This design comes from an exercise in tuning for small area and a short achievable clock period on the open sky130 flow, not from production work.
In this exercise RTL edits were held to simulation tests only and were not proved equivalent to the original.

==> exp/zinc <==
## aes_round_top
module aes_round_top (
    input  wire         clk,
    input  wire         rst,
    input  wire         in_valid,
    input  wire [127:0] state_in,
    input  wire [127:0] round_key,
    output wire         out_valid,
    output wire [127:0] state_out
);
==> flow/config.mk <==
export PLATFORM = sky130hd
export DESIGN_NAME = aes_round_top
export DESIGN_NICKNAME = aes_round_top
export VERILOG_FILES = /design/flow/design.v
export SDC_FILE = /design/flow/constraint.sdc
export NUM_CORES = 4
export LEC_CHECK = 0
export CAP_MARGIN = 20
export CORE_MARGIN = 2
export CORE_UTILIZATION = 50
export CTS_CLUSTER_DIAMETER = 100
export CTS_CLUSTER_SIZE = 30
export PLACE_DENSITY = 0.65
export SETUP_SLACK_MARGIN = 4.1
export SLEW_MARGIN = 20
export SYNTH_HIERARCHICAL = 1
export SYNTH_MINIMUM_KEEP_SIZE = 0
==> flow/constraint.sdc <==
create_clock -name core_clock -period 7.0 [get_ports {clk}]
set_input_delay 1.4000 -clock core_clock [delete_from_list [all_inputs] [get_ports {clk}]]
set_output_delay 1.4000 -clock core_clock [all_outputs]
set_load 0.01 [all_outputs]
standard.sh (not shown) runs the stock make flow with config.mk's settings and CLKGATE_MAP_FILE= SYNTH_SCRIPT=/design/flow/synth_recipe.tcl, a recipe that flattens the netlist after the stock synthesis.
==> flow/flow/run.sh <==
#!/bin/bash
set -euo pipefail
export BUFFER_PORTS_ARGS="-buffer_cell sky130_fd_sc_hd__buf_1"
bash standard.sh > standard_flow.log 2>&1
==> inputs of exp/xenon, as changes to exp/zinc <==
==> flow/flow/run.sh (replaced) <==
#!/bin/bash
set -euo pipefail
export BUFFER_PORTS_ARGS="-buffer_cell sky130_fd_sc_hd__buf_2"
bash standard.sh > standard_flow.log 2>&1
--- a/flow/config.mk
+++ b/flow/config.mk
@@ -9,8 +9,6 @@
 export CORE_MARGIN = 2
 export CORE_UTILIZATION = 50
-export CTS_CLUSTER_DIAMETER = 100
-export CTS_CLUSTER_SIZE = 30
 export PLACE_DENSITY = 0.65
-export SETUP_SLACK_MARGIN = 4.1
+export SETUP_SLACK_MARGIN = 4.05
 export SLEW_MARGIN = 20
 export SYNTH_HIERARCHICAL = 1
==> inputs of exp/lagoon, as changes to exp/zinc <==
==> flow/run.sh (new file) <==
#!/bin/bash
# synth_recipe.tcl (not shown) runs the flow's synth.tcl, then flattens the netlist and writes it again
# the make line also repeats each setting of config.mk as NAME=value (left out here)
make -C /OpenROAD-flow-scripts/flow DESIGN_CONFIG=/design/flow/config.mk WORK_HOME=/design/flow/orfs CLKGATE_MAP_FILE= SYNTH_SCRIPT=/design/flow/synth_recipe.tcl finish
--- a/flow/config.mk
+++ b/flow/config.mk
@@ -9,8 +9,6 @@
 export CORE_MARGIN = 2
 export CORE_UTILIZATION = 50
-export CTS_CLUSTER_DIAMETER = 100
-export CTS_CLUSTER_SIZE = 30
 export PLACE_DENSITY = 0.65
-export SETUP_SLACK_MARGIN = 4.1
+export SETUP_SLACK_MARGIN = 4.0
 export SLEW_MARGIN = 20
 export SYNTH_HIERARCHICAL = 1
removed: flow/flow/run.sh
removed: flow/standard.sh
==> comparison table <==
item                                                                            exp/zinc               exp/lagoon                exp/xenon
Result of the run                                                complete, no violations  complete, no violations  complete, no violations
Fin area                                                                     38390 sq um              43900 sq um              39240 sq um
Final worst-path setup slack                                                    4.119 ns                 3.929 ns                 4.031 ns
Proportion of cell area spent on the clock network                                2.223%                   3.990%                   4.560%
M1 GR Usage                                                                       23.16%                   26.74%                   24.98%
Required time at the worst-slack endpoint                                        7.51 ns                  7.53 ns                  7.47 ns
Final-layout worst hold slack                                                  0.4516 ns                0.4407 ns                0.4422 ns
Wire length of the first global-routing pass                              102800 microns           110000 microns           107900 microns
Last weighted congestion value of the routability-driven placer                   0.8899                   0.8726                   0.8670
Number of buffers inserted during clock tree synthesis                                24                       52                       53
Overall routing resource usage                                                    17.50%                   18.92%                   18.54%
Filler instances                                                                    6379                     5700                     6365
Placed instance area                                                         36080 sq um              38130 sq um              36420 sq um
Clock Skew                                                                    0.03078 ns               0.02274 ns               0.03341 ns
Max Fanout on Critical Path                                                            7                        3                        4
Total length of routed met3 wires                                           1904 microns             2688 microns             2498 microns
Slew at the pin with the worst max-slew slack                                   1.023 ns                0.8061 ns                0.9589 ns
Capture instance of the worst register-to-register path                ti0_q[41]$_DFF_P_        ti0_q[41]$_DFF_P_        ti0_q[53]$_DFF_P_
Post-CTS Setup Inserts                                                                 0                       31                        0
Pre-CTS WS                                                                      3.453 ns                 3.080 ns                 3.489 ns

[separate check: timing with driven ports]
The results above use ideal ports. As a check the final layouts listed here were re-extracted and re-timed, cells and wires unchanged. Step 1, drivers: a clkbuf_16 drives clk and a buf_2 each remaining input, both assumed. Step 2, shift: input delay + t, output delay - t, t = (earliest + latest rising clock arrival at the registers) / 2. This alone moves slack from input paths to output paths. Slacks: ideal ports / drivers / drivers and shift; pairs: ideal ports / drivers.
run	shift t [ns]	setup WS [ns]	worst hold slack (ns)	worst register clock-pin slew, ns	worst data-port slew with drivers (ns)
exp/zinc	0.641	4.119 / 4.147 / 3.506	0.452 / 0.452 / 0.452	0.11 / 0.11	0.06
exp/xenon	0.661	4.031 / 4.075 / 3.414	0.442 / 0.442 / 0.442	0.06 / 0.06	0.11
exp/lagoon	0.664	3.929 / 3.962 / 3.306	0.441 / 0.441 / 0.441	0.07 / 0.07	0.08
After both steps setup and hold are still met in every run listed. The setup slack of exp/lagoon, which loses most, moves by +0.033 ns with the drivers and by -0.623 ns with both steps.
